Source: an optimization exercise on an open RTL-to-GDS flow (aim: small area and a short achievable clock period). Production flows keep margins and buffers that such runs may drop. Function was checked by simulation only, so behaviour that the tests miss may differ from the original. Power is estimated from default activity; no workload was simulated.

## mips
module mips (
	input clk,
	input rst,
	output [31:0] imem_addr,
	input [31:0] imem_data,
	output [7:0] dmem_addr,
	output [31:0] dmem_wdata,
	output dmem_we,
	output dmem_re,
	output dmem_byte,
	input [31:0] dmem_rdata
);
Settings: LEC_CHECK=0, CAP_MARGIN=20, CORE_MARGIN=2, CORE_UTILIZATION=55, CTS_BUF_LIST=sky130_fd_sc_hd__clkbuf_4 sky130_fd_sc_hd__clkbuf_8, CTS_CLUSTER_DIAMETER=80, CTS_CLUSTER_SIZE=15, SETUP_SLACK_MARGIN=3.0, SLEW_MARGIN=20, SYNTH_HIERARCHICAL=1; clock period 9.0 ns.
standard.sh (not shown) runs the stock make flow with config.mk's settings and CLKGATE_MAP_FILE= SYNTH_SCRIPT=/design/flow/synth_recipe.tcl, a recipe that flattens the netlist after the stock synthesis.
==> flow/flow/run.sh <==
#!/bin/bash
# The standard layout, with the port buffers made from plain buffers
# (buffer_ports otherwise picks a delay buffer for every port).
set -euo pipefail
export BUFFER_PORTS_ARGS="-buffer_cell sky130_fd_sc_hd__buf_4"
bash standard.sh > standard.log 2>&1
The baseline produced a clean layout.
Rerun with:
Settings changed: CORE_UTILIZATION 55 to 65, CTS_CLUSTER_DIAMETER 80 to unset, CTS_CLUSTER_SIZE 15 to unset.
Worst setup slack loses 0.40 ns.
Clock skew climbs by 0.028 ns.
Total power climbs by about 16%.
Non-clock buffer count climbs by 66.
Via count climbs by 8.1%.
Rerun with:
==> flow/run.sh (new file) <==
#!/bin/bash
# synth_recipe.tcl (not shown) runs the flow's synth.tcl, then flattens the netlist and writes it again
# the make line also repeats each setting of config.mk as NAME=value (left out here)
make -C /OpenROAD-flow-scripts/flow DESIGN_CONFIG=/design/flow/config.mk WORK_HOME=/design/flow/orfs CLKGATE_MAP_FILE= SYNTH_SCRIPT=/design/flow/synth_recipe.tcl finish
Settings changed: CORE_UTILIZATION 65 to 45, CTS_BUF_LIST sky130_fd_sc_hd__clkbuf_4 sky130_fd_sc_hd__clkbuf_8 to unset, SETUP_SLACK_MARGIN 3.0 to 2.5.
removed: flow/flow/run.sh
removed: flow/standard.sh
After rerunning: The changed run ran to the end with no violations; register-to-register slack gets better by 0.10 ns; die area increases by well over a third; via count goes down by a few percent; core utilization came out lower by 23 points; worst hold slack got worse by 0.021 ns; fmax came out lower slightly; sequential power shrinks slightly; wire length shrinks slightly.
Rerun with:
==> flow/flow/run.sh (new file) <==
#!/bin/bash
# The standard layout, with the port buffers made from plain buffers
# (buffer_ports otherwise picks a delay buffer for every port).
set -euo pipefail
export BUFFER_PORTS_ARGS="-buffer_cell sky130_fd_sc_hd__buf_4"
bash standard.sh > standard.log 2>&1
==> flow/standard.sh (new file) <==
#!/bin/bash
# synth_recipe.tcl (not shown) runs the flow's synth.tcl, then flattens the netlist and writes it again
# the make line also repeats each setting of config.mk as NAME=value (left out here)
make -C /OpenROAD-flow-scripts/flow DESIGN_CONFIG=/design/flow/config.mk WORK_HOME=/design/flow/orfs CLKGATE_MAP_FILE= SYNTH_SCRIPT=/design/flow/synth_recipe.tcl "${@:-finish}"
Settings changed: CORE_UTILIZATION 45 to 55, CTS_BUF_LIST set to sky130_fd_sc_hd__clkbuf_4 sky130_fd_sc_hd__clkbuf_8, SETUP_SLACK_MARGIN 2.5 to 3.0.
removed: flow/run.sh
Design area decreases by 2.6%.
Via count increases by 0.83%.
Clock skew decreases by 0.0074 ns.

========
mips again, from the RTL that the note above started with.
Settings: LEC_CHECK=0, CAP_MARGIN=20, CORE_MARGIN=2, CORE_UTILIZATION=55, CTS_BUF_LIST=sky130_fd_sc_hd__clkbuf_4 sky130_fd_sc_hd__clkbuf_8, PLACE_DENSITY=0.75, SETUP_SLACK_MARGIN=3.0, SLEW_MARGIN=20, SYNTH_HIERARCHICAL=1; clock period 9.0 ns.
==> flow/flow/run.sh <==
#!/bin/bash
# The standard layout, with the port buffers made from plain buffers
# (buffer_ports otherwise picks a delay buffer for every port).
set -euo pipefail
export BUFFER_PORTS_ARGS="-buffer_cell sky130_fd_sc_hd__buf_4"
bash standard.sh > standard.log 2>&1
Change:
Settings changed: CTS_CLUSTER_DIAMETER from default to 80, CTS_CLUSTER_SIZE from default to 15, PLACE_DENSITY 0.75 to default, SETUP_SLACK_MARGIN 3.0 to 3.3.
Outcome:
- The changed run completed, yet does not pass: capacitance limit, slew limit
- sequential share of layout area went down by 1.2 points
- combinational power went up by 15%
- global-route usage went up by 3.4 points
- count of clock-buffer cells in the layout went down by 121
- routed wire length went up by 8.1%
- core utilization went up by 1.6 points
- hold slack is better by 0.011 ns
- cell count barely changes
- power went down by 9.6%
- non-clock buffer count went up by 187
- die area does not change
Change:
==> flow/run.sh (new file) <==
#!/bin/bash
# synth_recipe.tcl (not shown) runs the flow's synth.tcl, then flattens the netlist and writes it again
# the make line also repeats each setting of config.mk as NAME=value (left out here)
make -C /OpenROAD-flow-scripts/flow DESIGN_CONFIG=/design/flow/config.mk WORK_HOME=/design/flow/orfs CLKGATE_MAP_FILE= SYNTH_SCRIPT=/design/flow/synth_recipe.tcl finish
Settings changed: CTS_CLUSTER_DIAMETER 80 to default, CTS_CLUSTER_SIZE 15 to default, SETUP_SLACK_MARGIN 3.3 to 2.5.
removed: flow/flow/run.sh
removed: flow/standard.sh
With this change the flow passed the timing, DRC and antenna checks.
Fmax decreases by about 8%.
Wire length decreases by about 9%.
Die area does not change.
Worst setup slack gets worse by 0.50 ns.
Final area decreases by 3.3%.
Change:
==> flow/flow/run.sh (new file) <==
#!/bin/bash
# The standard layout, with the port buffers made from plain buffers
# (buffer_ports otherwise picks a delay buffer for every port).
set -euo pipefail
export BUFFER_PORTS_ARGS="-buffer_cell sky130_fd_sc_hd__buf_4"
bash standard.sh > standard.log 2>&1
==> flow/standard.sh (new file) <==
#!/bin/bash
# synth_recipe.tcl (not shown) runs the flow's synth.tcl, then flattens the netlist and writes it again
# the make line also repeats each setting of config.mk as NAME=value (left out here)
make -C /OpenROAD-flow-scripts/flow DESIGN_CONFIG=/design/flow/config.mk WORK_HOME=/design/flow/orfs CLKGATE_MAP_FILE= SYNTH_SCRIPT=/design/flow/synth_recipe.tcl "${@:-finish}"
removed: flow/run.sh
Result:
- The changed run produced a clean layout
- total power fell slightly
- final area fell by a few percent
- via count fell slightly
- critical path depth fell by 1
- setup slack loses 0.056 ns

========
mips, a different RTL version from the one above (not shown whole).
Size in the first run: ~1000 flip-flops, roughly 140 I/O pins.
make LEC_CHECK=0 CAP_MARGIN=20 CORE_MARGIN=2 CORE_UTILIZATION=45 SETUP_SLACK_MARGIN=1.0 SLEW_MARGIN=20 SYNTH_HIERARCHICAL=1 finish   # period 9.0 ns
run.sh (not shown) runs the stock make flow with config.mk's settings and CLKGATE_MAP_FILE= SYNTH_SCRIPT=/design/flow/synth_recipe.tcl, a recipe that flattens the netlist after the stock synthesis.
Stock flow here: none of the scripts above is used.
Next try:
--- a/flow/config.mk
+++ b/flow/config.mk
@@ -11 +11 @@
-export SETUP_SLACK_MARGIN = 1.0
+export SETUP_SLACK_MARGIN = 2.5
Outcome: Synthesized cell count is unchanged. Design area came out higher by 6.8%. Clock-buffer cell count came out higher by 1. Cell count came out higher by 4.2%. Total power came out higher by 5.6%. Non-clock buffer count came out higher by 218. Worst hold slack is better by 0.0088 ns.

========
mips, a different RTL version from the one above (not shown whole).
Size in the first run: ~7300 cells after synthesis.
==> flow/config.mk <==
export PLATFORM = sky130hd
export DESIGN_NAME = mips
export DESIGN_NICKNAME = mips
export VERILOG_FILES = /design/flow/design.v
export SDC_FILE = /design/flow/constraint.sdc
export NUM_CORES = 4
export LEC_CHECK = 0
export ABC_AREA = 1
export CAP_MARGIN = 20
export CORE_MARGIN = 2
export CORE_UTILIZATION = 50
export SETUP_SLACK_MARGIN = 3.0
export SLEW_MARGIN = 20
export SYNTH_HIERARCHICAL = 1
==> flow/constraint.sdc <==
create_clock -name core_clock -period 9.0 [get_ports {clk}]
set_input_delay 1.8000 -clock core_clock [delete_from_list [all_inputs] [get_ports {clk}]]
set_output_delay 1.8000 -clock core_clock [all_outputs]
set_load 0.01 [all_outputs]
The starting point completed, yet does not pass: max-capacitance violations, max-slew violations.
Edit:
Settings changed: ABC_AREA 1 to default, CORE_UTILIZATION 50 to 45, SETUP_SLACK_MARGIN 3.0 to 2.5.
Outcome: This time the run went through all stages and came out clean; via count goes down by about a fifth; clock skew goes down by 0.021 ns; clock-buffer cell count goes down by 23; non-clock buffer count goes up by 220; sequential power goes down slightly.

port drivers added, routing unchanged:
Ports are ideal in the flow. The routed layouts listed here were re-timed in OpenROAD.
Step 1 assumes that a clkbuf_16 drives the clock port and a buf_2 every other input.
Step 2 times the ports against the registers' clock, not the clock port: input delays grow and output delays shrink by t, the midpoint of the rising clock arrivals with the driver on.
Slacks: ideal ports / drivers / drivers and shift; pairs: ideal ports / drivers.
| run | t (ns) | setup WS [ns] | latest minus earliest clock arrival (ns) | cell pins on the clock port's net |
|---|---|---|---|---|
| the first run of note 1 | 0.843 | 2.865 / 2.764 / 2.011 | 0.046 / 0.045 | 1 |
| the second run of note 1 | 0.908 | 2.467 / 2.256 / 1.782 | 0.074 / 0.074 | 1 |
| the third run of note 1 | 0.788 | 2.435 / 2.413 / 1.741 | 0.058 / 0.058 | 1 |
| the fourth run of note 1 | 0.909 | 2.823 / 2.769 / 1.955 | 0.051 / 0.051 | 1 |
| the first run of note 2 | 0.921 | 2.810 / 2.722 / 1.965 | 0.044 / 0.044 | 1 |
| the second run of note 2 | 0.854 | 2.913 / 2.650 / 2.065 | 0.044 / 0.044 | 1 |
| the third run of note 2 | 0.918 | 2.414 / 2.377 / 1.717 | 0.055 / 0.055 | 1 |
| the fourth run of note 2 | 0.944 | 2.358 / 2.325 / 1.542 | 0.052 / 0.052 | 1 |
| the first run of note 3 | 0.766 | 1.128 / 1.069 / 0.404 | 0.039 / 0.040 | 1 |
| the second run of note 3 | 0.774 | 1.916 / 1.869 / 1.364 | 0.052 / 0.051 | 1 |
| the first run of note 4 | 0.791 | 2.962 / 2.886 / 2.210 | 0.050 / 0.051 | 1 |
| the second run of note 4 | 0.781 | 1.406 / 1.432 / 0.651 | 0.030 / 0.030 | 1 |
The setup slack of the fourth run of note 1, which loses most, moves by -0.054 ns with the drivers and by -0.868 ns with both steps.
